This design comes from an exercise in tuning for small area, a short achievable clock period and few clock cycles on the open sky130 flow, not from production work. Where RTL was checked, it was by simulation tests only, not by an equivalence proof against the original. The RTL of runs 7 and 8 was laid out without a check of its function. No run shown here takes its clock network from TritonCTS; it comes from the design's own scripts or RTL. The flow treats the clock pin as an ideal source. Dropping or thinning the clock tree relies on that and would not hold on a real chip. Power figures rest on the tool's default switching activity, not on a simulated workload.

### flow/config.mk
export PLATFORM = sky130hd
export DESIGN_NAME = bridge
export DESIGN_NICKNAME = bridge
export VERILOG_FILES = /design/flow/design.v
export SDC_FILE = /design/flow/constraint.sdc
export NUM_CORES = 4
export LEC_CHECK = 0
export CAP_MARGIN = 20
export CORE_MARGIN = 2
export CORE_UTILIZATION = 30
export PLACE_DENSITY = 0.5
export SETUP_SLACK_MARGIN = 3.3
export SLEW_MARGIN = 20
### flow/constraint.sdc
create_clock -name core_clock -period 5.0 [get_ports {clk}]
set_input_delay 1.0000 -clock core_clock [delete_from_list [all_inputs] [get_ports {clk}]]
set_output_delay 1.0000 -clock core_clock [all_outputs]
set_load 0.01 [all_outputs]
### flow/design.v
`timescale 1ns / 1ps
module bridge(
input clk,arvalid,res_n,
input [1:0]arburst,
input [3:0]arlen,
input [4:0]araddr,
output arready,
output reg [15:0]rdata,
output rresp,rlast,
input rready,
output rvalid,
output reg [2:0]PADDR,
input [15:0]PRDATA,
output PWRITE,PENABLE,PSEL1,PSEL2,PSEL3,PSEL4,
input PREADY
    );
    reg        full;         
    reg        ready;        
    reg [1:0]  sel;
    reg [2:0]  addr;         
    reg        incr;
    reg [3:0]  cnt;          
    reg        setup;        
    reg        enable;       
    reg [3:0]  psel;
    reg        tlast;        
    reg        valid;
    reg        rlast_q;
    reg        skid;
    reg [15:0] sdata;
    reg        slast;
    wire done   = enable & PREADY;              
    wire empty  = ~full;
    wire accept = arvalid & ready;
    wire idle   = ~setup & ~enable;
    wire issue  = full & ((idle & (~skid | rready)) |
                            (done & (~valid | (~skid & rready))));
    always @(posedge clk, negedge res_n)
      if (!res_n) begin
        full   <= 1'b0;
        ready  <= 1'b0;
        setup  <= 1'b0;
        enable <= 1'b0;
        psel   <= 4'd0;
        valid  <= 1'b0;
        skid   <= 1'b0;
      end else begin
        if (accept) begin
          full  <= 1'b1;
          ready <= 1'b0;
        end else if (issue && cnt == 4'd0) begin
          full  <= 1'b0;
          ready <= 1'b1;
        end else
          ready <= ~full;
        setup  <= issue;
        enable <= setup | (enable & ~PREADY);
        psel <= ({4{issue}} & (4'd1 << sel)) | (psel & {4{~done}});
        valid <= skid | done | (valid & ~rready);
        skid  <= (skid | (done & valid)) & ~rready;
      end
    always @(posedge clk) begin
      if (empty) begin
        sel  <= araddr[4:3];
        addr <= araddr[2:0];
        incr <= (arburst == 2'b01);
        cnt  <= arlen;
      end else if (setup) begin
        if (incr)
          addr <= addr + 3'd1;
        cnt <= cnt - 4'd1;
      end
      if (~enable | PREADY) begin
        PADDR <= addr;
        tlast <= (cnt == 4'd0);
      end
      if (~valid | rready) begin
        rdata   <= skid ? sdata : PRDATA;
        rlast_q <= skid ? slast : tlast;
      end
      if (~skid) begin
        sdata <= PRDATA;
        slast <= tlast;
      end
    end
    assign arready = ready;
    assign PSEL1 = psel[0];
    assign PSEL2 = psel[1];
    assign PSEL3 = psel[2];
    assign PSEL4 = psel[3];
    assign PENABLE = enable;
    assign PWRITE = 1'b0;
    assign rvalid = valid;
    assign rresp = valid;
    assign rlast = rlast_q;
endmodule
### flow/flow/run.sh
#!/bin/bash
set -euo pipefail
export BUFFER_PORTS_ARGS="-buffer_cell sky130_fd_sc_hd__buf_1"
export PRE_CTS_TCL="$PWD/flow/manclk.tcl"
bash standard.sh finish > flow_standard.log 2>&1
### flow/flow/manclk.tcl
# Clock distribution in place of the CTS H-tree: the clock port drives
# nbuf clock buffers, each driving the register clock pins of one vertical
# slice of the core, placed at that slice's centroid.
proc man_clock {bufmaster nbuf} {
  set db [ord::get_db]
  set block [ord::get_db_block]
  set clknet [$block findNet clk]
  set master [$db findMaster $bufmaster]
  set sinks {}
  foreach it [$clknet getITerms] {
    set loc [[$it getInst] getLocation]
    lappend sinks [list [lindex $loc 0] [lindex $loc 1] $it]
  }
  set sinks [lsort -integer -index 0 $sinks]
  set n [llength $sinks]
  for {set b 0} {$b < $nbuf} {incr b} {
    set lo [expr {$b * $n / $nbuf}]
    set hi [expr {($b + 1) * $n / $nbuf - 1}]
    set inst [odb::dbInst_create $block $master clkbuf_root_$b]
    set net [odb::dbNet_create $block clknet_root_$b]
    $net setSigType CLOCK
    set sx 0; set sy 0; set k 0
    foreach s [lrange $sinks $lo $hi] {
      set it [lindex $s 2]
      set sx [expr {$sx + [lindex $s 0]}]; set sy [expr {$sy + [lindex $s 1]}]; incr k
      $it disconnect
      $it connect $net
    }
    [$inst findITerm A] connect $clknet
    [$inst findITerm X] connect $net
    $inst setLocation [expr {$sx / $k}] [expr {$sy / $k}]
    $inst setPlacementStatus PLACED
    puts "man_clock: $k sinks on clknet_root_$b"
  }
}

# Sourced by ORFS's cts.tcl just before its clock_tree_synthesis call:
# replace that call with the distribution above.
rename clock_tree_synthesis orfs_clock_tree_synthesis
proc clock_tree_synthesis {args} {
  man_clock sky130_fd_sc_hd__clkbuf_8 4
}
### flow/standard.sh
#!/bin/bash
# synth_recipe.tcl (not shown) runs the flow's synth.tcl, then flattens the netlist and writes it again
# the make line also repeats each setting of config.mk as NAME=value (left out here)
make -C /OpenROAD-flow-scripts/flow DESIGN_CONFIG=/design/flow/config.mk WORK_HOME=/design/flow/orfs CLKGATE_MAP_FILE= SYNTH_SCRIPT=/design/flow/synth_recipe.tcl "${@:-finish}"
==> results of run 1 <==
[cells in the mapped netlist (all sizes together)]
cell	number	share of area, %
edfxtp	31	44
mux2	18	9.6
dfxtp	17	16
nand2	11	2.1
dfrtp	10	12
nor2	8	1.5
buf	6	2.0
o21ai	5	1.4
a21oi	4	0.95
ha	3	1.8
inv	3	0.54
xnor2	3	1.2
nand2b	2	0.59
nand3b	2	0.71
a211oi	1	0.59
a221o	1	0.48
a221oi	1	0.42
a31oi	1	0.30
clkinv	1	0.18
conb	1	0.18
nand3	1	0.24
nand4b	1	0.42
nor2b	1	0.30
nor3	1	0.24
nor3b	1	0.36
o31ai	1	0.36
o41ai	1	0.77
or2b	1	0.36
[metal layers]
metal | GRT usage, % | share of wire [%]
met5 | 0 | 0
met4 | 0.699 | 0.66
met3 | 1.70 | 7.1
met2 | 17.3 | 51
met1 | 11.6 | 41
[stage by stage]
step	total power, mW	utilization, %
floorplan	1.05	-
global placement	1.17	35.5
detailed placement	1.17	35.5
CTS	1.35	37.1
global route	1.53	38.4
finish	1.43	38.4
[power groups by stage]
stage / registers [mW] / logic (mW) / clock network [mW]
floorplan: 0.812 / 0.236 / 0
detailed placement: 0.820 / 0.352 / 0
CTS: 0.827 / 0.381 / 0.142
finish: 0.806 / 0.437 / 0.186
global placement: 0.819 / 0.346 / 0
global route: 0.825 / 0.493 / 0.212
[repair_timing]
item / CTS / global route
hold endpoints to repair: 0 / 0
endpoints found under the setup margin: 29 / 40
gates resized for setup: 11 / 23
buffers inserted: 2 / 6
pin swaps: 6 / 3
[path summary, 6_finish.rpt]
| path | start | to | slack, ns |
|---|---|---|---|
| min reg2reg | sdata[0] | sdata[0] | 0.48 |
| max reg2reg | skid | full | 3.50 |
| min in group asynchronous | res_n | ready | 0.80 |
| max | enable | PENABLE | 3.27 |
| max in group asynchronous | res_n | skid | 3.80 |
| min | sdata[0] | sdata[0] | 0.48 |
[cells by family after synthesis]
family,Yosys count
flops,58
xor+xnor,3
simple gates,29
buf+inv,10
compound gates,15
fa+ha+maj,3
mux,18
other cells,1
[state kept, by name (all words and copies together) (netlist names)]
signal	flops
rdata	16
sdata	16
cnt	4
psel	4
PADDR	3
addr	3
sel	2
enable	1
full	1
incr	1
ready	1
rlast_q	1
setup	1
skid	1
slast	1
tlast	1
valid	1
[cell type report]
cell class	count	area, um^2
fillers	676	4180
flip-flops and latches	58	1530
inverters	4	26.3
multi-input cells	69	564
well taps	96	120
plain buffers	4	55.1
repair buffers	67	319
==> qor.yml, run 1 <==
setup_path:
  crit_cells: 1
  cp-start-kind: "flop"
  cp.buffers_inverters: 1
  reg2regPathDepth: 4
  cp_top_family: "flip-flops"
  arrival_ns: 0.73
  cp.required_ns: 4.00
  critPathKind: "flop to output port"
  cp_cell_sequence: "buf_1"
  cpMaxStageDelayCell: "dfrtp_2"
  cp-end-kind: "output port"
  cp_max_fo: 5
  max_stage_delay_ns: 0.45
logic_synthesis:
  synth-compound-area-share_pct: 5.23
  syn_inst: 137
  syn_area_per_cell_um2: 15.4
  synth-simple-area-share_pct: 6.84
  synthMuxAreaShare_pct: 9.64
  synth_xor_xnor_area_share_pct: 1.25
  ys_warn_count: 1
  netlist_area_mm2: 0.00210
  synth-seq-area-share_pct: 72.3
  ys_ff_latch: 58
  syn_nets: 172
  synth_fa_ha_area_share_pct: 1.78
  synth_top_family_by_area: "multiplexers"
  ys_types: 32
drt:
  drtIter0Drc: 26
  wl_per_cell_um: 12.2
  wl_um: 3640
  num_vias: 1253
  via_per_inst: 4.20
  drtAntennaViolNets: 0
  drc: 0
  first_pass_iters: 4
power_and_ir_drop:
  p_sw_mw: 0.437
  power_density_mw_per_mm2: 547
  combPwrFrac_pct: 30.6
  leakage_nw: 0.981
  power_frac_seq_pct: 56.4
  switching_share_pct: 30.6
  ir_worst_vdd_mv: 0.265
  p_int_mw: 0.992
  clkPwrFrac_pct: 13.0
hold_path:
  holdPathStages: 1
  holdCritPathClass: "flop to flop"
timing:
  hold_ws_ns: 0.478
  min_period_ns: 1.73
  rsz0062_at_grt: "yes"
  setup_tns_ns: 0
  fmaxAchievable_mhz: 576
  tightestPinTransition_ns: 0.559
  hold_viol: 0
  report.final.setup_viol: 0
  max_slew_margin_pct: 62.7
  slew_viol_final: 0
  fin_ws_ns: 3.27
  fin_crit_sh_pct: 34.7
  fin_skew_ns: 0.00880
global_routing:
  grt_max_degree: 22
  grt_pass1_vias: 1266
  grt_pass1_wl_um: 5870
  grt_usage_pct: 9.26
  antenna_found_initial: 0
  grt.overflow.total: 0
clocking:
  clkTransAtPathRegs_ns: 0.09
  clk_latency_ns: 0.15
  cts_hold_buf: 0
placement:
  io_buffers: 59
  post_dp_cell_area_mm2: 0.00241
  gp_congestion: 0.685
  place_ws_ns: 2.94
  place_hpwl_um: 2580
  place_inst: 286
job:
  drv_cap: 0
outcome:
  status: "no timing/DRC/antenna violations"
die:
  start_util_pct: 31.0
  core-area_mm2: 0.00679
  rows: 30
  chipWidth_um: 87.7
  dieArea_mm2: 0.00770
  io_pins: 61
  fp.dieH_um: 87.7
cells_and_area:
  diodes: 0
  drive_above_1_share_pct: 28.7
  stdcell_count: 298
  synthToLayoutAreaGrowth_pct: 24.2
  design_area_mm2: 0.00261
  nNetsFinal: 239
  layout_commonest_cell: "buf_1"
  final_cell_mix: "45 x buf_1, 31 x edfxtp_1, 18 x mux2_2, 17 x dfxtp_1, 12 x clkbuf_2"
Testbench counts, summed over its fixed seeds: cycles 7,352.
==> run 2, diff against run 1 <==
--- a/flow/config.mk
+++ b/flow/config.mk
@@ -7,7 +7,8 @@
 export LEC_CHECK = 0
 export CAP_MARGIN = 20
 export CORE_MARGIN = 2
-export CORE_UTILIZATION = 30
-export PLACE_DENSITY = 0.5
+export CORE_UTILIZATION = 40
+export GPL_TIMING_DRIVEN = 0
+export PLACE_DENSITY = 0.6
 export SETUP_SLACK_MARGIN = 3.3
 export SLEW_MARGIN = 20
==> qor.yml, run 2 <==
die:
  io_pins: 61
  chipWidth_um: 76.5
  rows: 26
  dieArea_mm2: 0.00585
  core-area_mm2: 0.00507
  start_util_pct: 41.4
  fp.dieH_um: 76.5
cells_and_area:
  diodes: 0
  nNetsFinal: 242
  stdcell_count: 275
  drive_above_1_share_pct: 27.8
  layout_commonest_cell: "buf_1"
  synthToLayoutAreaGrowth_pct: 23.9
  design_area_mm2: 0.00261
  largest_registers: "rdata: 16 flops, sdata: 16 flops"
  final_cell_mix: "47 x buf_1, 31 x edfxtp_1, 18 x mux2_2, 17 x dfxtp_1"
placement:
  post_dp_cell_area_mm2: 0.00242
  place_inst: 266
  place_hpwl_um: 2710
  io_buffers: 59
  gp_congestion: 0.687
drt:
  via_per_inst: 4.55
  drtIter0Drc: 25
  drc: 0
  drtAntennaViolNets: 0
  first_pass_iters: 4
  wl_per_cell_um: 13.1
  num_vias: 1250
  wl_um: 3600
logic_synthesis:
  synthTopCellsByArea: "edfxtp_1 44%, dfxtp_1 16%, dfrtp_1 12%"
  synth_edf_count: 31
  async_flop_share_pct: 17.2
  ys_types: 32
  syn_nets: 172
  ys_ff_latch: 58
  synth_common_cells: "31 x edfxtp_1, 18 x mux2_2, 17 x dfxtp_1"
  netlist_area_mm2: 0.00210
  syn_area_per_cell_um2: 15.4
  synth-seq-area-share_pct: 72.3
  ys.flop_type: "edfxtp_1"
  yosysMostFrequentCell: "edfxtp_1"
  syn_inst: 137
  ys_warn_count: 1
  synth_top_area_share_pct: 44.3
  synth_top_area_cell: "edfxtp_1"
power_and_ir_drop:
  power_density_mw_per_mm2: 553
  ir_worst_vdd_mv: 0.297
  leakage_nw: 0.994
  total_power_mw: 1.44
hold_path:
  hold_path_startpoint: "slast"
  holdPathStages: 1
  holdCritPathClass: "flop to flop"
timing:
  min_period_ns: 1.80
  hold_viol: 0
  setup_tns_ns: 0
  slew_viol_final: 0
  tightestPinTransition_ns: 0.583
  fmaxAchievable_mhz: 554
  max_slew_margin_pct: 61.2
  fin_crit_sh_pct: 36.1
  fin_skew_ns: 0.00918
  rsz0062_at_grt: "yes"
  report.final.setup_viol: 0
setup_path:
  cp_max_fo: 3
  reg2regPathDepth: 5
  crit_cells: 2
  cp_cell_sequence: "buf_6 > buf_6"
  cp-start-kind: "flop"
  cp.required_ns: 4.00
  cp-startpoint: "valid"
  critPathKind: "flop to output port"
  max_stage_delay_ns: 0.43
  cp_top_family: "flip-flops"
  worstReg2RegStart: "cnt[0]"
  cp-end-kind: "output port"
  arrival_ns: 0.80
  cpMaxStageDelayCell: "dfrtp_2"
  path_common_cell: "buf_6"
  cp.buffers_inverters: 2
global_routing:
  grt.overflow.total: 0
  grt_pass1_vias: 1386
  grt_max_degree: 19
  grt_usage_pct: 12.4
  antenna_found_initial: 0
  grt_pass1_wl_um: 6140
clocking:
  clk_latency_ns: 0.15
  clkTransAtPathRegs_ns: 0.09
job:
  drv_cap: 0
outcome:
  status: "no timing/DRC/antenna violations"
## run 2: cell counts after synthesis
No cell type changed its count.
## run 2: power breakdown
part	leakage, nW	internal, mW	switching (mW)
combinational	0.393	0.222	0.261
clock	0.0288	0.0737	0.110
sequential	0.572	0.704	0.0707
## run 2: worst register-to-register path, stage by stage, from the launching register on
cell	delay (ns)
edfxtp_1	0.42
inv_1	0.10
ha_1	0.15
nor3b_1	0.30
nor2_1	0.11
a221o_1	0.28
## run 2: metrics by stage
step                      hold WS [ns]  setup slack, ns  util, %
after detailed placement         0.459             2.92     47.7
after CTS                        0.459             3.08     49.9
after floorplan                  0.431             3.29        -
after global routing             0.493             3.16     51.4
after global placement           0.440             2.97     47.7
final                            0.476             3.20     51.4
## run 2: kinds of logic after synthesis
family / share of synthesized area (%)
mux: 9.64
simple gates: 6.84
fa+ha+maj: 1.78
buf+inv: 2.74
xor+xnor: 1.25
compound gates: 5.24
other cells: 0.178
flops: 72.3
## run 2: final timing paths
| path | endpoint | slack (ns) |
|---|---|---|
| max reg2reg | full | 3.55 |
| min | slast | 0.48 |
| max | rvalid | 3.20 |
| min reg2reg | slast | 0.48 |
| min in group asynchronous | full | 0.81 |
| max in group asynchronous | enable | 3.78 |
## run 2: layout make-up
cell class                      count  area, um^2
Multi-Input combinational cell     69         567
Inverter                            4        22.5
Tap cell                           70        87.6
Sequential cell                    58        1520
Buffer                             10         101
Fill cell                         461        2470
Timing Repair Buffer               64         304
## run 2: repair_timing
item                       in CTS  in global routing
hold buffers                    0                  0
setup endpoints to repair      30                 16
setup buffers                   2                  3
resized for setup              12                 19
pin swaps                       4                  2
## run 2: metal layers
metal / GRT usage, % / wire [um] / part of all wire (%) / vias up
met5: 0 / 0 / 0 / -
met4: 1.45 / 35 / 0.97 / 0
met3: 1.66 / 174 / 4.8 / 3
met2: 25.0 / 1950 / 54 / 36
met1: 14.0 / 1430 / 40 / 590
li1: - / - / - / 621
==> run 3, diff against run 2 <==
--- a/flow/config.mk
+++ b/flow/config.mk
@@ -5,10 +5,10 @@
 export SDC_FILE = /design/flow/constraint.sdc
 export NUM_CORES = 4
 export LEC_CHECK = 0
+export ABC_AREA = 1
 export CAP_MARGIN = 20
 export CORE_MARGIN = 2
 export CORE_UTILIZATION = 40
-export GPL_TIMING_DRIVEN = 0
 export PLACE_DENSITY = 0.6
 export SETUP_SLACK_MARGIN = 3.3
 export SLEW_MARGIN = 20
==> qor.yml, run 3 <==
setup_path:
  cp.required_ns: 4.00
  critPathKind: "flop to output port"
  reg2regPathDepth: 5
  cp-end-kind: "output port"
  cp.buffers_inverters: 1
  cp_cell_sequence: "clkbuf_2"
  arrival_ns: 0.75
  cp_top_family: "flip-flops"
  cp_max_fo: 4
  worstReg2RegStart: "skid"
  cp-start-kind: "flop"
  max_stage_delay_ns: 0.45
  regToRegEndpoint: "psel[0]"
  r2r_slack_ns: 3.71
  cpMaxStageDelayCell: "dfrtp_2"
job:
  drv_cap: 0
cells_and_area:
  drive_above_1_share_pct: 14.3
  synthToLayoutAreaGrowth_pct: 17.1
  layout_commonest_cell: "nand2_1"
  fill_cells: 481
  largest_registers: "rdata: 16 flops, sdata: 16 flops"
  nNetsFinal: 288
  diodes: 0
  final_cell_mix: "80 x nand2_1, 47 x buf_1, 31 x edfxtp_1, 17 x dfxtp_1, 12 x inv_1"
die:
  core-area_mm2: 0.00517
  rows: 26
  fp.dieH_um: 77.8
  dieArea_mm2: 0.00605
  chipWidth_um: 77.8
  start_util_pct: 42.1
  io_pins: 61
global_routing:
  grt-busiest-layer: "met2"
  grt.overflow.total: 0
  grt_usage_pct: 12.0
  grt_pass1_vias: 1355
  grtUsageMet1_pct: 15.2
  met3_usage_pct: 1.28
  grt_pass1_wl_um: 6150
  grt_max_degree: 21
  antenna_found_initial: 0
  gr-usage-met2_pct: 22.7
clocking:
  cts_hold_buf: 0
  clkTransAtPathRegs_ns: 0.09
  clk_latency_ns: 0.15
hold_path:
  holdCritPathClass: "flop to flop"
  holdPathStages: 2
  hold_path_startpoint: "sdata[12]"
  worstHoldEndpoint: "sdata[12]"
timing:
  setup_tns_ns: 0
  min_period_ns: 1.75
  max_slew_margin_pct: 63.7
  report.final.setup_viol: 0
  rsz0062_at_grt: "yes"
  hold_viol: 0
  hold_ws_ns: 0.452
  fin_skew_ns: 0.0101
  tightestPinTransition_ns: 0.545
  fmaxAchievable_mhz: 572
  slew_viol_final: 0
  fin_crit_sh_pct: 35.0
drt:
  wl_per_cell_um: 10.8
  drtIter0Drc: 38
  wl_um: 3470
  num_vias: 1377
  via_per_inst: 4.29
  drc: 0
  drtAntennaViolNets: 0
  first_pass_iters: 4
logic_synthesis:
  ys.flop_type: "edfxtp_1"
  synth_common_cells: "80 x nand2_1, 31 x edfxtp_1, 17 x dfxtp_1"
  ys_ff_latch: 58
  synthTopCellsByArea: "edfxtp_1 43%, dfxtp_1 16%, nand2_1 14%"
  syn_nets: 227
  synth_top_area_share_pct: 42.8
  syn_inst: 192
  syn_area_per_cell_um2: 11.3
  synth_edf_count: 31
  ys_types: 23
  yosysMostFrequentCell: "nand2_1"
  netlist_area_mm2: 0.00218
  ys_warn_count: 1
  synth_top_area_cell: "edfxtp_1"
  synth-seq-area-share_pct: 69.9
  async_flop_share_pct: 17.2
power_and_ir_drop:
  total_power_mw: 1.45
  power_frac_seq_pct: 56.7
  leakage_nw: 1.12
  p_sw_mw: 0.481
  clkPwrFrac_pct: 12.6
  p_int_mw: 0.970
  combPwrFrac_pct: 30.7
  ir_worst_vdd_mv: 0.322
  power_density_mw_per_mm2: 569
  switching_share_pct: 33.1
placement:
  gp_congestion: 0.673
  place_hpwl_um: 2530
  io_buffers: 59
outcome:
  status: "no timing/DRC/antenna violations"
==> run 3: layout make-up <==
cell class              instances  area, um^2  area share (%)
flip-flops and latches         58        1520            59.8
inverters                      15        63.8            2.50
multi-input cells             112         544            21.4
repair buffers                 62         274            10.8
plain buffers                   4        55.1            2.16
well taps                      70        87.6            3.44
==> run 3: worst min-delay path: stages (launching register included) <==
cell and delay, ns:
dfxtp_1 0.31, nand2_1 0.05, nand2_1 0.07
==> run 3: logic make-up (layout without fill, tap and decap cells) <==
| logic type | Yosys count | count (layout) | synth area share (%) |
|---|---|---|---|
| other cells | 1 | 1 | 0.172 |
| fa+ha+maj | 3 | 3 | 1.72 |
| buf+inv | 23 | 81 | 6.03 |
| xor+xnor | 2 | 2 | 0.805 |
| simple gates | 92 | 93 | 17.3 |
| flops | 58 | 58 | 69.9 |
| compound gates | 13 | 13 | 4.08 |
==> run 3: metrics by stage <==
stage / setup slack (ns) / util [%] / std cells / cell area [um^2]
5_1_grt: 3.23 / 49.3 / 321 / 2550
6_report: 3.25 / 49.3 / 321 / 2550
3_3_place_gp: 3.06 / 46.7 / 313 / 2410
4_1_cts: 3.30 / 48.8 / 320 / 2530
2_1_floorplan: 3.35 / - / 192 / 2180
3_5_place_dp: 3.03 / 46.7 / 313 / 2410
==> run 3: worst max-delay path by stage <==
| stage | startpoint | to | slack, ns | depth (start not counted) |
|---|---|---|---|---|
| floorplan | rready | full | 3.35 | 7 |
| global placement | rready | full | 3.06 | 8 |
| detailed placement | rready | full | 3.03 | 8 |
| CTS | PREADY | full | 3.30 | 8 |
| global route | valid | rvalid | 3.23 | 1 |
| finish | valid | rvalid | 3.25 | 1 |
==> run 3: routing by layer <==
metal	routed length, um	part of all wire (%)	vias up
li1	-	-	726
met1	1510	43	612
met2	1750	50	37
met3	180	5.2	2
met4	29	0.84	0
met5	0	0	-
==> run 3: what timing repair did <==
action	CTS	global route
endpoints found under the setup margin	26	18
resized for setup	6	12
setup buffers	2	1
pin swaps	2	0
gates cloned	1	0
==> run 3: power by group through the flow <==
stage | registers [mW] | clock network, mW | logic [mW]
after global routing | 0.846 | 0.208 | 0.511
after detailed placement | 0.836 | 0 | 0.414
after global placement | 0.834 | 0 | 0.404
after floorplan | 0.845 | 0 | 0.289
after CTS | 0.844 | 0.142 | 0.435
final | 0.822 | 0.183 | 0.446
==> run 4, diff against run 3 <==
--- a/flow/config.mk
+++ b/flow/config.mk
@@ -5,7 +5,7 @@
 export SDC_FILE = /design/flow/constraint.sdc
 export NUM_CORES = 4
 export LEC_CHECK = 0
-export ABC_AREA = 1
+export ABC_CLOCK_PERIOD_IN_PS = 1700
 export CAP_MARGIN = 20
 export CORE_MARGIN = 2
 export CORE_UTILIZATION = 40
==> qor.yml, run 4 <==
placement:
  place_hpwl_um: 2780
  io_buffers: 59
  gp_congestion: 0.727
  post_dp_cell_area_mm2: 0.00238
  place_inst: 260
timing:
  hold_ws_ns: 0.478
  hold_viol: 0
  rsz0062_at_grt: "yes"
  setup_tns_ns: 0
  report.final.setup_viol: 0
  tightestPinTransition_ns: 0.542
  fmaxAchievable_mhz: 576
  max_slew_margin_pct: 63.9
  slew_viol_final: 0
  fin_skew_ns: 0.00662
  min_period_ns: 1.74
  fin_crit_sh_pct: 34.7
power_and_ir_drop:
  power_density_mw_per_mm2: 549
  ir_worst_vdd_mv: 0.337
  leakage_nw: 0.940
drt:
  wl_per_cell_um: 13.5
  top_layer: "met4"
  drtIter0Drc: 26
  wl_um: 3610
  met3_wirelength_um: 215
  routedLengthMet1_um: 1300
  wl_met2_um: 2050
  first_pass_iters: 4
  drtAntennaViolNets: 0
  via_per_inst: 4.78
  drc: 0
  num_vias: 1275
logic_synthesis:
  syn_area_per_cell_um2: 15.4
  syn_inst: 137
  synth_top_area_cell: "edfxtp_1"
  ys_ff_latch: 58
  ys_types: 32
  syn_nets: 172
  synth_common_cells: "31 x edfxtp_1, 18 x mux2_2, 17 x dfxtp_1"
  netlist_area_mm2: 0.00210
  synthTopCellsByArea: "edfxtp_1 44%, dfxtp_1 16%, dfrtp_1 12%"
  yosysMostFrequentCell: "edfxtp_1"
  synth-seq-area-share_pct: 72.3
  synth_top_area_share_pct: 44.3
  ys_warn_count: 1
  synth_edf_count: 31
  async_flop_share_pct: 17.2
  ys.flop_type: "edfxtp_1"
die:
  fp.dieH_um: 76.5
  start_util_pct: 41.4
  rows: 26
  chipWidth_um: 76.5
  core-area_mm2: 0.00507
  dieArea_mm2: 0.00585
  io_pins: 61
setup_path:
  regToRegEndpoint: "full"
  worstReg2RegStart: "skid"
  critPathKind: "flop to output port"
  r2r_slack_ns: 3.50
  cp_max_fo: 5
  cp-end-kind: "output port"
  reg2regPathDepth: 4
  cp_top_family: "flip-flops"
  cpMaxStageDelayCell: "dfrtp_2"
  cp.buffers_inverters: 1
  cp-start-kind: "flop"
  cp.required_ns: 4.00
  max_stage_delay_ns: 0.45
  arrival_ns: 0.74
  cp_cell_sequence: "clkbuf_2"
hold_path:
  hold_path_startpoint: "sdata[5]"
  worstHoldEndpoint: "sdata[5]"
  holdCritPathClass: "flop to flop"
  holdPathStages: 1
clocking:
  clk_latency_ns: 0.15
  clkTransAtPathRegs_ns: 0.09
cells_and_area:
  layout_commonest_cell: "buf_1"
  nNetsFinal: 234
  stdcell_count: 267
  diodes: 0
  synthToLayoutAreaGrowth_pct: 20.0
  final_cell_mix: "48 x buf_1, 31 x edfxtp_1, 18 x mux2_2, 17 x dfxtp_1, 9 x nand2_1"
  design_area_mm2: 0.00252
  largest_registers: "rdata: 16 flops, sdata: 16 flops"
  fin_util_pct: 49.7
  drive_above_1_share_pct: 24.4
global_routing:
  grt_pass1_vias: 1394
  antenna_found_initial: 0
  grt_max_degree: 22
  grt_usage_pct: 12.3
  grt.overflow.total: 0
  grt_pass1_wl_um: 6150
outcome:
  status: "no timing/DRC/antenna violations"
job:
  drv_cap: 0
run 4: cell count changes after synthesis, moves of 3 or more:
cell,change
nor2_1,+3
inv_1,-9
mux2_2,+18
buf_6,-4
o21ai_2,-4
nand2_1,-70
a21oi_1,+4
run 4: logic make-up (layout without fill, tap and decap cells):
kind of cell	count (synthesis)	after routing	share of synthesized area, %
multiplexers	18	18	9.64
flip-flops	58	58	72.3
XOR/XNOR	3	3	1.25
adder cells (fa/ha/maj)	3	3	1.78
AO/OA/AOI/OAI	15	15	5.24
buffers and inverters	10	70	2.74
AND/OR/NAND/NOR	29	29	6.84
other	1	1	0.178
run 4: what timing repair did:
action	CTS	global route
pin swaps	6	4
resized for setup	10	16
buffers inserted	0	3
hold buffers	0	0
endpoints found under the setup margin	29	19
run 4: worst max-delay path by stage:
stage	from	end	slack, ns	cells past startpoint
final	valid	rvalid	3.26	1
after global routing	valid	rvalid	3.23	1
after CTS	rready	full	3.10	5
after detailed placement	rready	full	2.93	5
after global placement	rready	full	2.98	5
after floorplan	rready	full	3.29	4
run 4: layout make-up:
class	instances	area [um^2]
fillers	484	2550
plain buffers	4	55.1
multi-input cells	69	552
well taps	70	87.6
inverters	4	26.3
flip-flops and latches	58	1530
repair buffers	62	277
run 4: power by group:
group	switching, mW	internal, mW
Sequential	0.0979	0.704
Clock	0.107	0.0736
Combinational	0.220	0.183
Total	0.425	0.961
run 4: metrics by stage:
step	total power, mW	setup slack [ns]
final	1.39	3.26
after global routing	1.47	3.23
after CTS	1.34	3.10
after detailed placement	1.17	2.93
after global placement	1.14	2.98
after floorplan	1.05	3.29
run 4: per-layer routing:
metal | vias to the layer above | global-route usage [%]
li1 | 604 | -
met1 | 621 | 13.0
met2 | 46 | 25.7
met3 | 4 | 1.90
met4 | 0 | 1.82
met5 | - | 0
==> run 5, diff against run 4 <==
--- a/flow/config.mk
+++ b/flow/config.mk
@@ -5,7 +5,6 @@
 export SDC_FILE = /design/flow/constraint.sdc
 export NUM_CORES = 4
 export LEC_CHECK = 0
-export ABC_CLOCK_PERIOD_IN_PS = 1700
 export CAP_MARGIN = 20
 export CORE_MARGIN = 2
 export CORE_UTILIZATION = 40
==> qor.yml, run 5 <==
outcome:
  status: "no timing/DRC/antenna violations"
timing:
  setup_tns_ns: 0
  tightestPinTransition_ns: 0.542
  min_period_ns: 1.74
  fin_skew_ns: 0.00662
  max_slew_margin_pct: 63.9
  hold_viol: 0
  report.final.setup_viol: 0
  slew_viol_final: 0
  rsz0062_at_grt: "yes"
  fmaxAchievable_mhz: 576
  fin_crit_sh_pct: 34.7
  fin_ws_ns: 3.26
clocking:
  clk_latency_ns: 0.15
  clkTransAtPathRegs_ns: 0.09
die:
  io_pins: 61
  core-area_mm2: 0.00507
  start_util_pct: 41.4
  dieArea_mm2: 0.00585
  rows: 26
  chipWidth_um: 76.5
  fp.dieH_um: 76.5
setup_path:
  cp-end-kind: "output port"
  critPathKind: "flop to output port"
  cp_top_family: "flip-flops"
  cpMaxStageDelayCell: "dfrtp_2"
  cp-start-kind: "flop"
  max_stage_delay_ns: 0.45
  crit_cells: 1
  cp_cell_sequence: "clkbuf_2"
  cp_max_fo: 5
  arrival_ns: 0.74
  reg2regPathDepth: 4
  cp.required_ns: 4.00
  cp.buffers_inverters: 1
job:
  drv_cap: 0
cells_and_area:
  design_area_mm2: 0.00252
  largest_registers: "rdata: 16 flops, sdata: 16 flops"
  fill_cells: 484
  nNetsFinal: 234
  layout_commonest_cell: "buf_1"
  fin_util_pct: 49.7
  synthToLayoutAreaGrowth_pct: 20.0
  stdcell_count: 267
  final_cell_mix: "48 x buf_1, 31 x edfxtp_1, 18 x mux2_2, 17 x dfxtp_1, 9 x nand2_1"
  diodes: 0
  drive_above_1_share_pct: 24.4
drt:
  wl_um: 3610
  drc: 0
  via_per_inst: 4.78
  wl_per_cell_um: 13.5
  num_vias: 1275
  first_pass_iters: 4
  drtAntennaViolNets: 0
  drtIter0Drc: 26
hold_path:
  holdCritPathClass: "flop to flop"
  holdPathStages: 1
power_and_ir_drop:
  power_density_mw_per_mm2: 549
  ir_worst_vdd_mv: 0.337
  leakage_nw: 0.940
global_routing:
  grt_max_degree: 22
  grt_pass1_wl_um: 6150
  grt.overflow.total: 0
  antenna_found_initial: 0
  grt_usage_pct: 12.3
  grt_pass1_vias: 1394
logic_synthesis:
  syn_nets: 172
  yosysMostFrequentCell: "edfxtp_1"
  async_flop_share_pct: 17.2
  synth_common_cells: "31 x edfxtp_1, 18 x mux2_2, 17 x dfxtp_1"
  synth_top_area_cell: "edfxtp_1"
  synth_edf_count: 31
  synthTopCellsByArea: "edfxtp_1 44%, dfxtp_1 16%, dfrtp_1 12%"
  syn_inst: 137
  synth_top_area_share_pct: 44.3
  synth-seq-area-share_pct: 72.3
  netlist_area_mm2: 0.00210
  syn_area_per_cell_um2: 15.4
  ys_types: 32
  ys_ff_latch: 58
  ys.flop_type: "edfxtp_1"
  ys_warn_count: 1
placement:
  gp_congestion: 0.727
  place_hpwl_um: 2780
  io_buffers: 59
  place_ws_ns: 2.93
  place_inst: 260
  post_dp_cell_area_mm2: 0.00238
==> run 5: per-stage QoR <==
step	hold WS (ns)	total power [mW]
after floorplan	0.431	1.05
after global placement	0.441	1.14
after detailed placement	0.458	1.17
after CTS	0.459	1.34
after global routing	0.501	1.47
final	0.478	1.39
==> run 5: timing repair <==
action	CTS	global route
setup buffers	0	3
pin swaps	6	4
hold buffers	0	0
setup endpoints to repair	29	19
resized for setup	10	16
==> run 5: kinds of logic (layout without fill, tap and decap cells) <==
family	Yosys count	count (layout)	share of synthesized area (%)
flip-flops	58	58	72.3
AND/OR/NAND/NOR	29	29	6.84
multiplexers	18	18	9.64
AO/OA/AOI/OAI	15	15	5.24
buffers and inverters	10	70	2.74
adder cells (fa/ha/maj)	3	3	1.78
XOR/XNOR	3	3	1.25
other	1	1	0.178
==> run 5: metal layers <==
layer | share of wire (%) | vias to the layer above | track usage, %
li1 | - | 604 | -
met1 | 36 | 621 | 13.0
met2 | 57 | 46 | 25.7
met3 | 6.0 | 4 | 1.90
met4 | 1.2 | 0 | 1.82
met5 | 0 | - | 0
==> run 5: layout make-up <==
cell class | count | area [um^2] | area share [%]
Multi-Input combinational cell | 69 | 552 | 21.9
Buffer | 4 | 55.1 | 2.18
Timing Repair Buffer | 62 | 277 | 11.0
Tap cell | 70 | 87.6 | 3.47
Inverter | 4 | 26.3 | 1.04
Sequential cell | 58 | 1530 | 60.5
==> run 5: path summary, 6_finish.rpt <==
path,endpoint,startpoint,slack (ns)
max in group asynchronous,skid,res_n,3.82
hold reg to reg,sdata[5],sdata[5],0.48
setup reg to reg,full,skid,3.50
setup / recovery,rvalid,valid,3.26
min in group asynchronous,setup,res_n,0.80
hold / removal,sdata[5],sdata[5],0.48
==> run 5: power breakdown <==
part | leakage, nW | switching (mW) | internal (mW) | total, mW
combinational | 0.342 | 0.220 | 0.183 | 0.402
sequential | 0.570 | 0.0979 | 0.704 | 0.802
clock | 0.0288 | 0.107 | 0.0736 | 0.181
total | 0.940 | 0.425 | 0.961 | 1.39
==> run 6, diff against run 5 <==
--- a/flow/config.mk
+++ b/flow/config.mk
@@ -11,3 +11,4 @@
 export PLACE_DENSITY = 0.6
 export SETUP_SLACK_MARGIN = 3.3
 export SLEW_MARGIN = 20
+export TNS_END_PERCENT = 100
==> qor.yml, run 6 <==
outcome:
  status: "no timing/DRC/antenna violations"
timing:
  min_period_ns: 1.74
  fmaxAchievable_mhz: 576
  hold_viol: 0
  hold_ws_ns: 0.478
  report.final.setup_viol: 0
  fin_crit_sh_pct: 34.7
  max_slew_margin_pct: 63.9
  setup_tns_ns: 0
  slew_viol_final: 0
  tightestPinTransition_ns: 0.542
  rsz0062_at_grt: "yes"
  fin_skew_ns: 0.00662
  fin_ws_ns: 3.26
setup_path:
  cp.buffers_inverters: 1
  max_stage_delay_ns: 0.45
  cpMaxStageDelayCell: "dfrtp_2"
  cp.required_ns: 4.00
  cp-end-kind: "output port"
  cp_cell_sequence: "clkbuf_2"
  critPathKind: "flop to output port"
  cp_top_family: "flip-flops"
  cp-start-kind: "flop"
  arrival_ns: 0.74
  r2r_slack_ns: 3.50
  cp_max_fo: 5
cells_and_area:
  nNetsFinal: 234
  diodes: 0
  drive_above_1_share_pct: 24.4
  fill_cells: 484
  layout_commonest_cell: "buf_1"
  largest_registers: "rdata: 16 flops, sdata: 16 flops"
  synthToLayoutAreaGrowth_pct: 20.0
  stdcell_count: 267
  final_cell_mix: "48 x buf_1, 31 x edfxtp_1, 18 x mux2_2, 17 x dfxtp_1, 9 x nand2_1"
logic_synthesis:
  syn_area_per_cell_um2: 15.4
  synth-seq-area-share_pct: 72.3
  synth_top_area_cell: "edfxtp_1"
  synth_common_cells: "31 x edfxtp_1, 18 x mux2_2, 17 x dfxtp_1"
  ys_types: 32
  async_flop_share_pct: 17.2
  ys_warn_count: 1
  synth_top_area_share_pct: 44.3
  yosysMostFrequentCell: "edfxtp_1"
  synthTopCellsByArea: "edfxtp_1 44%, dfxtp_1 16%, dfrtp_1 12%"
  synth_edf_count: 31
  syn_inst: 137
  ys.flop_type: "edfxtp_1"
  syn_nets: 172
  netlist_area_mm2: 0.00210
  ys_ff_latch: 58
clocking:
  clkTransAtPathRegs_ns: 0.09
  cts_hold_buf: 0
  clk_latency_ns: 0.15
global_routing:
  grt_usage_pct: 12.3
  grt_pass1_wl_um: 6150
  grt_pass1_vias: 1394
  grt_max_degree: 22
  antenna_found_initial: 0
  grt.overflow.total: 0
placement:
  place_ws_ns: 2.93
  place_inst: 260
  io_buffers: 59
  place_hpwl_um: 2780
  gp_congestion: 0.727
die:
  io_pins: 61
  start_util_pct: 41.4
  rows: 26
  chipWidth_um: 76.5
  dieArea_mm2: 0.00585
  fp.dieH_um: 76.5
  core-area_mm2: 0.00507
power_and_ir_drop:
  switching_share_pct: 30.7
  clkPwrFrac_pct: 13.1
  p_sw_mw: 0.425
  combPwrFrac_pct: 29.0
  power_frac_seq_pct: 57.9
  ir_worst_vdd_mv: 0.337
  power_density_mw_per_mm2: 549
  total_power_mw: 1.39
  p_int_mw: 0.961
  leakage_nw: 0.940
job:
  drv_cap: 0
drt:
  wl_um: 3610
  num_vias: 1275
  wl_per_cell_um: 13.5
  via_per_inst: 4.78
  first_pass_iters: 4
  drtIter0Drc: 26
  drc: 0
  drtAntennaViolNets: 0
hold_path:
  holdCritPathClass: "flop to flop"
-- run 6: layout make-up --
type                    count  area, um^2  share of cell area, %
plain buffers               4        55.1                   2.18
inverters                   4        26.3                   1.04
multi-input cells          69         552                   21.9
flip-flops and latches     58        1530                   60.5
well taps                  70        87.6                   3.47
repair buffers             62         277                   11.0
-- run 6: per-layer routing --
layer	vias up	track usage [%]	share of wire, %
li1	604	-	-
met4	0	1.82	1.2
met2	46	25.7	57
met5	-	0	0
met1	621	13.0	36
met3	4	1.90	6.0
-- run 6: power by group through the flow --
stage	Clock [mW]	Combinational, mW	Sequential [mW]
after floorplan	0	0.236	0.812
after global placement	0	0.338	0.805
after detailed placement	0	0.358	0.816
after CTS	0.142	0.373	0.824
after global routing	0.207	0.447	0.820
final	0.181	0.402	0.802
-- run 6: cells by family after synthesis --
| kind of cell | Yosys count | share of synthesized area (%) |
|---|---|---|
| other | 1 | 0.178 |
| buffers and inverters | 10 | 2.74 |
| DFF | 58 | 72.3 |
| and+or+nand+nor | 29 | 6.84 |
| adders and majority gates | 3 | 1.78 |
| muxes | 18 | 9.64 |
| AOI/OAI and AO/OA | 15 | 5.24 |
| xor gates and xnor gates | 3 | 1.25 |
-- run 6: final timing paths --
path	start	to	depth (start not counted)
setup reg to reg	skid	full	4
hold reg to reg	sdata[5]	sdata[5]	1
min in group asynchronous	res_n	setup	1
setup / recovery	valid	rvalid	1
hold / removal	sdata[5]	sdata[5]	1
max in group asynchronous	res_n	skid	1
-- run 6: stage by stage --
step	instance area [um^2]	util (%)
after global placement	2380	46.9
after global routing	2520	49.7
final	2520	49.7
after floorplan	2110	-
after detailed placement	2380	46.9
after CTS	2470	48.8
-- run 6: repair_timing --
action                                 CTS  global route
resized for setup                       10            16
buffers inserted                         0             3
setup endpoints to repair               29            19
endpoints found under the hold margin    0             0
pin swaps                                6             4
==> run 7, diff against run 6 <==
--- a/flow/design.v
+++ b/flow/design.v
@@ -25,6 +25,7 @@
     reg [3:0]  psel;
     reg        tlast;        
     reg        valid;
+    reg        rv;           
     reg        rlast_q;
     reg        skid;
     reg [15:0] sdata;
@@ -43,6 +44,7 @@
         enable <= 1'b0;
         psel   <= 4'd0;
         valid  <= 1'b0;
+        rv     <= 1'b0;
         skid   <= 1'b0;
       end else begin
         if (accept) begin
@@ -57,6 +59,7 @@
         enable <= setup | (enable & ~PREADY);
         psel <= ({4{issue}} & (4'd1 << sel)) | (psel & {4{~done}});
         valid <= skid | done | (valid & ~rready);
+        rv    <= skid | done | (rv & ~rready);
         skid  <= (skid | (done & valid)) & ~rready;
       end
     always @(posedge clk) begin
@@ -90,7 +93,7 @@
     assign PSEL4 = psel[3];
     assign PENABLE = enable;
     assign PWRITE = 1'b0;
-    assign rvalid = valid;
-    assign rresp = valid;
+    assign rvalid = rv;
+    assign rresp = rv;
     assign rlast = rlast_q;
 endmodule
--- a/flow/config.mk
+++ b/flow/config.mk
@@ -11,4 +11,3 @@
 export PLACE_DENSITY = 0.6
 export SETUP_SLACK_MARGIN = 3.3
 export SLEW_MARGIN = 20
-export TNS_END_PERCENT = 100
==> qor.yml, run 7 <==
die:
  start_util_pct: 41.5
  core-area_mm2: 0.00514
  dieArea_mm2: 0.00594
  chipWidth_um: 77.1
  fp.dieH_um: 77.1
  io_pins: 61
  rows: 26
setup_path:
  cp.buffers_inverters: 1
  critPathKind: "flop to output port"
  max_stage_delay_ns: 0.44
  cp_cell_sequence: "buf_1"
  cp.required_ns: 4.00
  cp_max_fo: 5
  cp-start-kind: "flop"
  cpMaxStageDelayCell: "dfrtp_2"
  arrival_ns: 0.73
  cp_top_family: "flip-flops"
  cp-end-kind: "output port"
logic_synthesis:
  synth_top_family_by_area: "multiplexers"
  synth_top_area_cell: "edfxtp_1"
  synth-compound-area-share_pct: 5.63
  ys_warn_count: 1
  yosysMostFrequentCell: "edfxtp_1"
  ys_ff_latch: 59
  syn_area_per_cell_um2: 15.1
  ys_types: 33
  ys.flop_type: "edfxtp_1"
  synth-simple-area-share_pct: 6.57
  synth_top_area_share_pct: 43.6
  synth_fa_ha_area_share_pct: 1.76
  netlist_area_mm2: 0.00213
  syn_inst: 141
  synth_edf_count: 31
  synth_common_cells: "31 x edfxtp_1, 18 x mux2_2, 17 x dfxtp_1"
  async_flop_share_pct: 18.6
  synthMuxAreaShare_pct: 9.50
  syn_nets: 176
  synth-seq-area-share_pct: 72.5
  synth_xor_xnor_area_share_pct: 1.23
  synthTopCellsByArea: "edfxtp_1 44%, dfxtp_1 16%, dfrtp_1 13%"
global_routing:
  grt_pass1_wl_um: 5900
  grt_max_degree: 22
  met3_usage_pct: 1.88
  antenna_found_initial: 0
  gr-usage-met2_pct: 23.1
  grt.overflow.total: 0
  grt_pass1_vias: 1278
  grt_usage_pct: 11.8
  grt-busiest-layer: "met2"
  grtUsageMet1_pct: 14.1
timing:
  hold_viol: 0
  report.final.setup_viol: 0
  fin_skew_ns: 0.00919
  slew_viol_final: 0
  fmaxAchievable_mhz: 579
  max_slew_margin_pct: 60.1
  min_period_ns: 1.73
  rsz0062_at_grt: "yes"
  setup_tns_ns: 0
  tightestPinTransition_ns: 0.598
  fin_crit_sh_pct: 34.5
placement:
  place_hpwl_um: 2700
  io_buffers: 59
  post_dp_cell_area_mm2: 0.00241
  place_inst: 264
  gp_congestion: 0.757
clocking:
  clk_latency_ns: 0.15
  clkTransAtPathRegs_ns: 0.09
  cts_hold_buf: 0
cells_and_area:
  stdcell_count: 273
  drive_above_1_share_pct: 25.1
  final_cell_mix: "47 x buf_1, 31 x edfxtp_1, 18 x mux2_2, 17 x dfxtp_1"
  layout_commonest_cell: "buf_1"
  largest_registers: "rdata: 16 flops, sdata: 16 flops"
  nNetsFinal: 240
  synthToLayoutAreaGrowth_pct: 20.5
  design_area_mm2: 0.00257
  diodes: 0
drt:
  first_pass_iters: 3
  via_per_inst: 4.62
  wl_um: 3570
  drc: 0
  drtIter0Drc: 37
  drtAntennaViolNets: 0
  wl_per_cell_um: 13.1
  num_vias: 1260
power_and_ir_drop:
  combPwrFrac_pct: 29.0
  total_power_mw: 1.41
  switching_share_pct: 30.4
  power_frac_seq_pct: 58.2
  leakage_nw: 0.974
  ir_worst_vdd_mv: 0.316
  p_int_mw: 0.980
  power_density_mw_per_mm2: 547
  p_sw_mw: 0.427
  clkPwrFrac_pct: 12.9
job:
  drv_cap: 0
outcome:
  status: "no timing/DRC/antenna violations"
hold_path:
  holdCritPathClass: "flop to flop"
==> run 7: cell count changes in the layout (fill, tap and decap cells not counted), sizes merged <==
cell,change
clkbuf,+2
a21oi,+1
dfrtp,+1
inv,+1
nand2,+1
nand3b,-1
o21ai,+1
==> run 7: cells by family (layout without fill, tap and decap cells) <==
family | Yosys count | after routing
other cells | 1 | 1
mux | 18 | 18
compound gates | 17 | 17
simple gates | 29 | 29
xor+xnor | 3 | 3
flops | 59 | 59
fa+ha+maj | 3 | 3
buf+inv | 11 | 73
==> run 7: path summary, 6_finish.rpt <==
| check | startpoint | to | slack, ns | cells after the start |
|---|---|---|---|---|
| worst min-delay path | addr[1] | PADDR[1] | 0.47 | 0 |
| worst max register to register | skid | full | 3.53 | 4 |
| max in group asynchronous | res_n | full | 3.76 | 1 |
| worst max-delay path | enable | PENABLE | 3.27 | 1 |
| min in group asynchronous | res_n | rv | 0.82 | 1 |
| worst min register to register | addr[1] | PADDR[1] | 0.47 | 0 |
==> run 7: layout make-up <==
class,instances,area (um^2)
plain buffers,4,55.1
inverters,5,30.0
flip-flops and latches,59,1550
well taps,70,87.6
repair buffers,64,287
multi-input cells,71,562
fillers,485,2570
==> run 7: metrics by stage <==
step                      hold WS, ns  util, %  setup slack (ns)
after floorplan                 0.431        -              3.29
after detailed placement        0.456     47.0              2.93
after CTS                       0.456     48.9              3.10
final                           0.469     50.0              3.27
after global routing            0.499     50.0              3.25
after global placement          0.443     47.0              2.95
==> run 7: power by group through the flow <==
stage                     clock network [mW]  logic, mW  registers [mW]
final                                  0.181      0.408           0.818
after CTS                              0.144      0.376           0.837
after global routing                   0.209      0.457           0.840
after floorplan                            0      0.237           0.825
after global placement                     0      0.343           0.823
after detailed placement                   0      0.359           0.830
==> run 7: what timing repair did <==
item / CTS / global route
endpoints found under the hold margin: 0 / 0
gates cloned: 0 / 0
pin swaps: 6 / 3
buffers inserted: 0 / 5
resized for setup: 11 / 14
endpoints found under the setup margin: 29 / 21
==> run 7: metal layers <==
metal  vias to the layer above  wire length, um
met4                         0               28
met5                         -                0
met3                         2              237
li1                        620                -
met1                       595             1420
met2                        43             1880
==> run 8, diff against run 7 <==
--- a/flow/config.mk
+++ b/flow/config.mk
@@ -9,5 +9,5 @@
 export CORE_MARGIN = 2
 export CORE_UTILIZATION = 40
 export PLACE_DENSITY = 0.6
-export SETUP_SLACK_MARGIN = 3.3
+export SETUP_SLACK_MARGIN = 3.35
 export SLEW_MARGIN = 20
==> qor.yml, run 8 <==
outcome:
  status: "no timing/DRC/antenna violations"
logic_synthesis:
  synth_fa_ha_area_share_pct: 1.76
  synth_top_family_by_area: "multiplexers"
  ys_warn_count: 1
  synth_top_area_cell: "edfxtp_1"
  ys.flop_type: "edfxtp_1"
  synth-simple-area-share_pct: 6.57
  synthTopCellsByArea: "edfxtp_1 44%, dfxtp_1 16%, dfrtp_1 13%"
  syn_inst: 141
  syn_nets: 176
  netlist_area_mm2: 0.00213
  synth_top_area_share_pct: 43.6
  ys_types: 33
  synth-compound-area-share_pct: 5.63
  ys_ff_latch: 59
  yosysMostFrequentCell: "edfxtp_1"
  synthMuxAreaShare_pct: 9.50
  synth-seq-area-share_pct: 72.5
  async_flop_share_pct: 18.6
  synth_xor_xnor_area_share_pct: 1.23
  syn_area_per_cell_um2: 15.1
  synth_edf_count: 31
  synth_common_cells: "31 x edfxtp_1, 18 x mux2_2, 17 x dfxtp_1"
timing:
  hold_viol: 0
  report.final.setup_viol: 0
  fin_ws_ns: 3.27
  setup_tns_ns: 0
  fmaxAchievable_mhz: 579
  fin_skew_ns: 0.00857
  slew_viol_final: 0
  tightestPinTransition_ns: 0.585
  min_period_ns: 1.73
  rsz0062_at_grt: "yes"
  max_slew_margin_pct: 61.0
  fin_crit_sh_pct: 34.5
placement:
  place_ws_ns: 2.93
  io_buffers: 59
  place_hpwl_um: 2700
  gp_congestion: 0.757
  post_dp_cell_area_mm2: 0.00241
clocking:
  clkTransAtPathRegs_ns: 0.09
  clk_latency_ns: 0.15
power_and_ir_drop:
  clkPwrFrac_pct: 12.5
  ir_worst_vdd_mv: 0.365
  p_int_mw: 1.01
  leakage_nw: 1.04
  power_density_mw_per_mm2: 550
  switching_share_pct: 30.4
  power_frac_seq_pct: 56.5
  p_sw_mw: 0.442
  combPwrFrac_pct: 31.0
setup_path:
  cp_max_fo: 5
  cp_top_family: "flip-flops"
  cp.required_ns: 4.00
  cp-start-kind: "flop"
  cpMaxStageDelayCell: "dfrtp_2"
  cp_cell_sequence: "buf_6"
  arrival_ns: 0.73
  max_stage_delay_ns: 0.45
  cp.buffers_inverters: 1
  cp-end-kind: "output port"
  critPathKind: "flop to output port"
cells_and_area:
  final_cell_mix: "31 x edfxtp_1, 30 x buf_1, 26 x clkbuf_2, 18 x mux2_2, 17 x dfxtp_1"
  design_area_mm2: 0.00264
  layout_commonest_cell: "edfxtp_1"
  synthToLayoutAreaGrowth_pct: 23.6
  drive_above_1_share_pct: 34.8
  fill_cells: 471
  largest_registers: "rdata: 16 flops, sdata: 16 flops"
  nNetsFinal: 241
  diodes: 0
die:
  rows: 26
  start_util_pct: 41.5
  chipWidth_um: 77.1
  dieArea_mm2: 0.00594
  io_pins: 61
  fp.dieH_um: 77.1
  core-area_mm2: 0.00514
global_routing:
  grt.overflow.total: 0
  grt_usage_pct: 11.8
  grt_pass1_wl_um: 5900
  antenna_found_initial: 0
  grt_max_degree: 22
  grt_pass1_vias: 1278
drt:
  first_pass_iters: 3
  wl_per_cell_um: 13.1
  via_per_inst: 4.66
  drc: 0
  wl_um: 3600
  drtAntennaViolNets: 0
  num_vias: 1277
  drtIter0Drc: 36
hold_path:
  holdCritPathClass: "flop to flop"
job:
  drv_cap: 0
[run 8: metal layers]
layer	part of all wire (%)	routed length, um	up-vias	track usage [%]
li1	-	-	624	-
met2	53	1900	43	23.1
met4	0.81	29	0	1.25
met5	0	0	-	0
met1	40	1430	608	14.1
met3	6.7	240	2	1.88
[run 8: final timing paths]
check	startpoint	to	slack, ns	depth (start not counted)
worst min register to register	addr[1]	PADDR[1]	0.47	0
worst min-delay path	addr[1]	PADDR[1]	0.47	0
worst max register to register	skid	full	3.51	4
max in group asynchronous	res_n	full	3.77	1
worst max-delay path	enable	PENABLE	3.27	1
min in group asynchronous	res_n	rv	0.82	1
[run 8: logic make-up after synthesis]
group / count (synthesis)
buf+inv: 11
flops: 59
mux: 18
simple gates: 29
compound gates: 17
other cells: 1
fa+ha+maj: 3
xor+xnor: 3
[run 8: repair_timing]
item                       4_1_cts  5_1_grt
setup endpoints to repair       30       66
pin swaps                        6        3
cloned                           0        0
buffers inserted                 0        6
gates resized for setup         12       41
hold buffers                     0        0
[run 8: through the flow]
step                power, mW  util [%]  hold WS (ns)  cells
floorplan                1.06         -         0.431    141
global placement         1.17      47.0         0.443    264
detailed placement       1.19      47.0         0.456    264
CTS                      1.36      49.0         0.456    268
global route             1.55      51.3         0.499    274
finish                   1.45      51.3         0.469    274
[run 8: power groups by stage]
stage | logic (mW) | registers, mW | clock network (mW)
final | 0.450 | 0.821 | 0.181
after global routing | 0.500 | 0.844 | 0.208
after CTS | 0.376 | 0.837 | 0.144
after detailed placement | 0.359 | 0.830 | 0
after floorplan | 0.237 | 0.825 | 0
after global placement | 0.343 | 0.823 | 0
[run 8: layout make-up]
cell class	instances	area (um^2)	area share, %
tap	70	87.6	3.32
inverter	5	30.0	1.14
sequential	59	1550	58.7
buffer	4	55.1	2.09
timing repair buffer	65	333	12.6
multi-input combinational	71	583	22.1
==> run 9, diff against run 8 <==
--- a/flow/design.v
+++ b/flow/design.v
@@ -20,12 +20,11 @@
     reg [2:0]  addr;         
     reg        incr;
     reg [3:0]  cnt;          
-    reg        setup;        
     reg        enable;       
     reg [3:0]  psel;
+    wire       setup = (psel != 4'd0) & ~enable;    
     reg        tlast;        
     reg        valid;
-    reg        rv;           
     reg        rlast_q;
     reg        skid;
     reg [15:0] sdata;
@@ -33,18 +32,16 @@
     wire done   = enable & PREADY;              
     wire empty  = ~full;
     wire accept = arvalid & ready;
-    wire idle   = ~setup & ~enable;
+    wire idle   = (psel == 4'd0);
     wire issue  = full & ((idle & (~skid | rready)) |
                             (done & (~valid | (~skid & rready))));
     always @(posedge clk, negedge res_n)
       if (!res_n) begin
         full   <= 1'b0;
         ready  <= 1'b0;
-        setup  <= 1'b0;
         enable <= 1'b0;
         psel   <= 4'd0;
         valid  <= 1'b0;
-        rv     <= 1'b0;
         skid   <= 1'b0;
       end else begin
         if (accept) begin
@@ -55,11 +52,9 @@
           ready <= 1'b1;
         end else
           ready <= ~full;
-        setup  <= issue;
         enable <= setup | (enable & ~PREADY);
         psel <= ({4{issue}} & (4'd1 << sel)) | (psel & {4{~done}});
         valid <= skid | done | (valid & ~rready);
-        rv    <= skid | done | (rv & ~rready);
         skid  <= (skid | (done & valid)) & ~rready;
       end
     always @(posedge clk) begin
@@ -93,7 +88,7 @@
     assign PSEL4 = psel[3];
     assign PENABLE = enable;
     assign PWRITE = 1'b0;
-    assign rvalid = rv;
-    assign rresp = rv;
+    assign rvalid = valid;
+    assign rresp = valid;
     assign rlast = rlast_q;
 endmodule
--- a/flow/config.mk
+++ b/flow/config.mk
@@ -9,5 +9,5 @@
 export CORE_MARGIN = 2
 export CORE_UTILIZATION = 40
 export PLACE_DENSITY = 0.6
-export SETUP_SLACK_MARGIN = 3.35
+export SETUP_SLACK_MARGIN = 3.3
 export SLEW_MARGIN = 20
==> qor.yml, run 9 <==
outcome:
  status: "no timing/DRC/antenna violations"
cells_and_area:
  diodes: 0
  final_cell_mix: "45 x buf_1, 31 x edfxtp_1, 19 x mux2_2, 17 x dfxtp_1, 10 x clkbuf_2"
  nNetsFinal: 240
  design_area_mm2: 0.00257
  drive_above_1_share_pct: 30.5
  synthToLayoutAreaGrowth_pct: 23.9
  largest_registers: "rdata: 16 flops, sdata: 16 flops"
  layout_commonest_cell: "buf_1"
global_routing:
  grt_pass1_vias: 1308
  grt_max_degree: 22
  antenna_found_initial: 0
  grt_pass1_wl_um: 6230
  gr-usage-met2_pct: 24.6
  grt.overflow.total: 0
  grt_usage_pct: 12.9
  met3_usage_pct: 1.66
  grtUsageMet1_pct: 16.2
  grt-busiest-layer: "met2"
timing:
  fin_crit_sh_pct: 35.1
  rsz0062_at_grt: "yes"
  hold_viol: 0
  slew_viol_final: 0
  report.final.setup_viol: 0
  tightestPinTransition_ns: 0.567
  max_slew_margin_pct: 61.8
  setup_tns_ns: 0
  fmaxAchievable_mhz: 569
  min_period_ns: 1.76
  fin_skew_ns: 0.00809
  fin_ws_ns: 3.24
logic_synthesis:
  yosysMostFrequentCell: "edfxtp_1"
  synth_top_area_cell: "edfxtp_1"
  synthTopCellsByArea: "edfxtp_1 45%, dfxtp_1 16%, dfrtp_1 11%"
  ys_ff_latch: 57
  ys.flop_type: "edfxtp_1"
  syn_nets: 170
  synth_top_area_share_pct: 44.8
  ys_types: 26
  netlist_area_mm2: 0.00208
  synth-seq-area-share_pct: 72.1
  synth_common_cells: "31 x edfxtp_1, 19 x mux2_2, 17 x dfxtp_1"
  syn_inst: 135
  ys_warn_count: 1
  async_flop_share_pct: 15.8
  syn_area_per_cell_um2: 15.4
  synth_edf_count: 31
placement:
  place_hpwl_um: 2660
  post_dp_cell_area_mm2: 0.00235
  gp_congestion: 0.894
  place_ws_ns: 3.03
  io_buffers: 59
setup_path:
  cp.buffers_inverters: 1
  cp-startpoint: "valid"
  cp-start-kind: "flop"
  crit_end: "rresp"
  max_stage_delay_ns: 0.46
  cp-end-kind: "output port"
  worstReg2RegStart: "psel[0]"
  cpMaxStageDelayCell: "dfrtp_2"
  regToRegEndpoint: "cnt[1]"
  cp_top_family: "flip-flops"
  critPathKind: "flop to output port"
  reg2regPathDepth: 3
  arrival_ns: 0.76
  crit_cells: 1
  cp.required_ns: 4.00
  cp_max_fo: 6
  cp_cell_sequence: "clkbuf_2"
  r2r_slack_ns: 3.41
die:
  fp.dieH_um: 76.0
  core-area_mm2: 0.00504
  dieArea_mm2: 0.00578
  start_util_pct: 41.2
  rows: 26
  chipWidth_um: 76.0
  io_pins: 61
drt:
  drtIter0Drc: 33
  drc: 0
  wl_per_cell_um: 14.0
  via_per_inst: 4.63
  wl_um: 3820
  drtAntennaViolNets: 0
  num_vias: 1263
  first_pass_iters: 4
power_and_ir_drop:
  leakage_nw: 0.976
  total_power_mw: 1.44
  ir_worst_vdd_mv: 0.350
  power_density_mw_per_mm2: 560
job:
  drv_cap: 0
clocking:
  cts_hold_buf: 0
  clk_latency_ns: 0.15
  clkTransAtPathRegs_ns: 0.09
hold_path:
  holdCritPathClass: "flop to flop"
  hold_path_startpoint: "addr[1]"
[run 9: changes by cell type after synthesis, moves of 2 or more]
| cell | change |
|---|---|
| nor2_1 | -2 |
| inv_1 | -2 |
| dfrtp_1 | -2 |
| nand3b_1 | +2 |
| o21ai_0 | +3 |
| nand2b_1 | +2 |
[run 9: final cells by class]
type | count | area, um^2
Multi-Input combinational cell | 71 | 589
Timing Repair Buffer | 68 | 329
Fill cell | 446 | 2470
Inverter | 3 | 11.3
Buffer | 4 | 55.1
Tap cell | 70 | 87.6
Sequential cell | 57 | 1500
[run 9: metrics by stage]
step	util, %	std cells	hold slack [ns]
finish	51.0	273	0.464
global route	51.0	273	0.480
CTS	49.2	265	0.445
detailed placement	46.7	259	0.445
global placement	46.7	259	0.443
floorplan	-	135	0.431
[run 9: how the worst min path moves through the flow]
stage | end | slack [ns] | cells past startpoint
finish | PADDR[1] | 0.46 | 0
global route | PADDR[1] | 0.48 | 0
CTS | PADDR[1] | 0.44 | 0
detailed placement | PADDR[1] | 0.44 | 0
global placement | PADDR[1] | 0.44 | 0
floorplan | PADDR[1] | 0.43 | 0
[run 9: cells by family after synthesis]
logic type / after synthesis / share of synthesized area [%]
other: 1 / 0.181
muxes: 19 / 10.3
adders and majority gates: 3 / 1.81
DFF: 57 / 72.1
xor gates and xnor gates: 3 / 1.27
AOI/OAI and AO/OA: 17 / 5.06
buffers and inverters: 8 / 2.11
and+or+nand+nor: 27 / 7.17
[run 9: power breakdown]
part           internal [mW]  switching (mW)
sequential             0.694          0.0987
combinational          0.221           0.238
clock                 0.0738           0.114
[run 9: layer usage]
| layer | vias to the layer above | routed length [um] |
|---|---|---|
| li1 | 618 | - |
| met1 | 594 | 1530 |
| met2 | 47 | 2010 |
| met3 | 4 | 234 |
| met4 | 0 | 44 |
| met5 | - | 0 |
[run 9: repair_timing]
| action | in CTS | in global routing |
|---|---|---|
| setup endpoints to repair | 24 | 29 |
| gates resized for setup | 16 | 19 |
| setup buffers | 1 | 8 |
| cloned | 1 | 0 |
| hold endpoints to repair | 0 | 0 |
| pin swaps | 7 | 0 |
Testbench counts of run 9, summed over its fixed seeds: cycles 7,352.
==> run 10, diff against run 9 <==
--- a/flow/config.mk
+++ b/flow/config.mk
@@ -9,5 +9,5 @@
 export CORE_MARGIN = 2
 export CORE_UTILIZATION = 40
 export PLACE_DENSITY = 0.6
-export SETUP_SLACK_MARGIN = 3.3
+export SETUP_SLACK_MARGIN = 3.2
 export SLEW_MARGIN = 20
==> qor.yml, run 10 <==
drt:
  wl_per_cell_um: 13.6
  num_vias: 1239
  drtAntennaViolNets: 0
  drc: 0
  wl_um: 3640
  first_pass_iters: 4
  via_per_inst: 4.62
  drtIter0Drc: 47
cells_and_area:
  fin_util_pct: 49.0
  synthToLayoutAreaGrowth_pct: 19.0
  layout_commonest_cell: "buf_1"
  final_cell_mix: "57 x buf_1, 31 x edfxtp_1, 19 x mux2_2, 17 x dfxtp_1, 9 x nand2_1"
  drive_above_1_share_pct: 20.2
  diodes: 0
  design_area_mm2: 0.00247
  largest_registers: "rdata: 16 flops, sdata: 16 flops"
  nNetsFinal: 235
setup_path:
  arrival_ns: 0.76
  cp_cell_sequence: "buf_1"
  cp.required_ns: 4.00
  cp_top_family: "flip-flops"
  r2r_slack_ns: 3.39
  cp.buffers_inverters: 1
  max_stage_delay_ns: 0.43
  critPathKind: "flop to output port"
  cp-end-kind: "output port"
  cp-start-kind: "flop"
  cp_max_fo: 3
  cpMaxStageDelayCell: "dfrtp_1"
timing:
  fin_skew_ns: 0.00836
  max_slew_margin_pct: 45.4
  fin_ws_ns: 3.24
  report.final.setup_viol: 0
  setup_tns_ns: 0
  rsz0062_at_grt: "no"
  min_period_ns: 1.76
  slew_viol_final: 0
  fmaxAchievable_mhz: 569
  tightestPinTransition_ns: 0.819
  hold_viol: 0
  fin_crit_sh_pct: 35.1
placement:
  place_ws_ns: 3.03
  place_hpwl_um: 2660
  io_buffers: 59
  post_dp_cell_area_mm2: 0.00235
  gp_congestion: 0.894
logic_synthesis:
  synth_common_cells: "31 x edfxtp_1, 19 x mux2_2, 17 x dfxtp_1"
  synthTopCellsByArea: "edfxtp_1 45%, dfxtp_1 16%, dfrtp_1 11%"
  syn_inst: 135
  ys_ff_latch: 57
  ys_types: 26
  ys.flop_type: "edfxtp_1"
  syn_area_per_cell_um2: 15.4
  yosysMostFrequentCell: "edfxtp_1"
  async_flop_share_pct: 15.8
  synth_top_area_cell: "edfxtp_1"
  synth-seq-area-share_pct: 72.1
  netlist_area_mm2: 0.00208
  ys_warn_count: 1
  syn_nets: 170
  synth_top_area_share_pct: 44.8
  synth_edf_count: 31
job:
  drv_cap: 0
die:
  start_util_pct: 41.2
  fp.dieH_um: 76.0
  chipWidth_um: 76.0
  rows: 26
  dieArea_mm2: 0.00578
  core-area_mm2: 0.00504
  io_pins: 61
hold_path:
  holdCritPathClass: "flop to flop"
global_routing:
  grt_pass1_wl_um: 6110
  grt_pass1_vias: 1291
  antenna_found_initial: 0
  grt_usage_pct: 12.6
  grt.overflow.total: 0
  grt_max_degree: 22
power_and_ir_drop:
  clkPwrFrac_pct: 13.4
  p_sw_mw: 0.430
  power_frac_seq_pct: 57.4
  combPwrFrac_pct: 29.2
  switching_share_pct: 31.2
  leakage_nw: 0.902
  ir_worst_vdd_mv: 0.337
  p_int_mw: 0.950
  total_power_mw: 1.38
  power_density_mw_per_mm2: 558
clocking:
  clk_latency_ns: 0.15
  cts_hold_buf: 0
  clkTransAtPathRegs_ns: 0.09
outcome:
  status: "no timing/DRC/antenna violations"
run 10: cell counts after synthesis:
No cell type changed its count.
run 10: layout make-up:
class | count | area [um^2]
Tap cell | 70 | 87.6
Multi-Input combinational cell | 70 | 557
Buffer | 4 | 55.1
Fill cell | 448 | 2570
Inverter | 3 | 11.3
Sequential cell | 57 | 1500
Timing Repair Buffer | 64 | 262
run 10: cells by family after synthesis:
group,Yosys count,share of synthesized area [%]
other,1,0.181
and+or+nand+nor,27,7.17
buffers and inverters,8,2.11
muxes,19,10.3
adders and majority gates,3,1.81
AOI/OAI and AO/OA,17,5.06
DFF,57,72.1
xor gates and xnor gates,3,1.27
run 10: layer usage:
layer | wire (um) | vias to the layer above | GRT usage [%]
met5 | 0 | - | 0
met4 | 22 | 0 | 1.09
met3 | 209 | 2 | 1.66
met2 | 1920 | 46 | 24.6
met1 | 1490 | 585 | 15.4
li1 | - | 606 | -
run 10: timing repair:
item	CTS	global route
pin swaps	2	0
gates cloned	0	0
gates resized for setup	5	3
endpoints found under the setup margin	24	5
setup buffers	1	4
run 10: power by group through the flow:
stage	Clock, mW	Sequential [mW]	Combinational [mW]
global placement	0	0.800	0.348
detailed placement	0	0.808	0.366
global route	0.209	0.813	0.455
CTS	0.141	0.812	0.380
finish	0.185	0.792	0.403
floorplan	0	0.810	0.234
run 10: worst paths after layout:
check	start	end	cells past startpoint
max	psel[1]	PSEL2	1
min	addr[1]	PADDR[1]	0
max reg2reg	skid	ready	4
min reg2reg	addr[1]	PADDR[1]	0
max in group asynchronous	res_n	enable	1
min in group asynchronous	res_n	skid	1
run 10: per-stage QoR:
step | std cells | hold WS [ns]
after global placement | 259 | 0.443
after floorplan | 135 | 0.431
after CTS | 264 | 0.445
after detailed placement | 259 | 0.445
final | 268 | 0.464
after global routing | 268 | 0.480

Setup slack of run 10, layout unchanged: 3.244 ns with ideal ports, 3.195 ns with driving cells assumed (clock clkbuf_16, inputs buf_2), 3.167 ns with port delays also shifted by the 0.195 ns mid clock arrival.
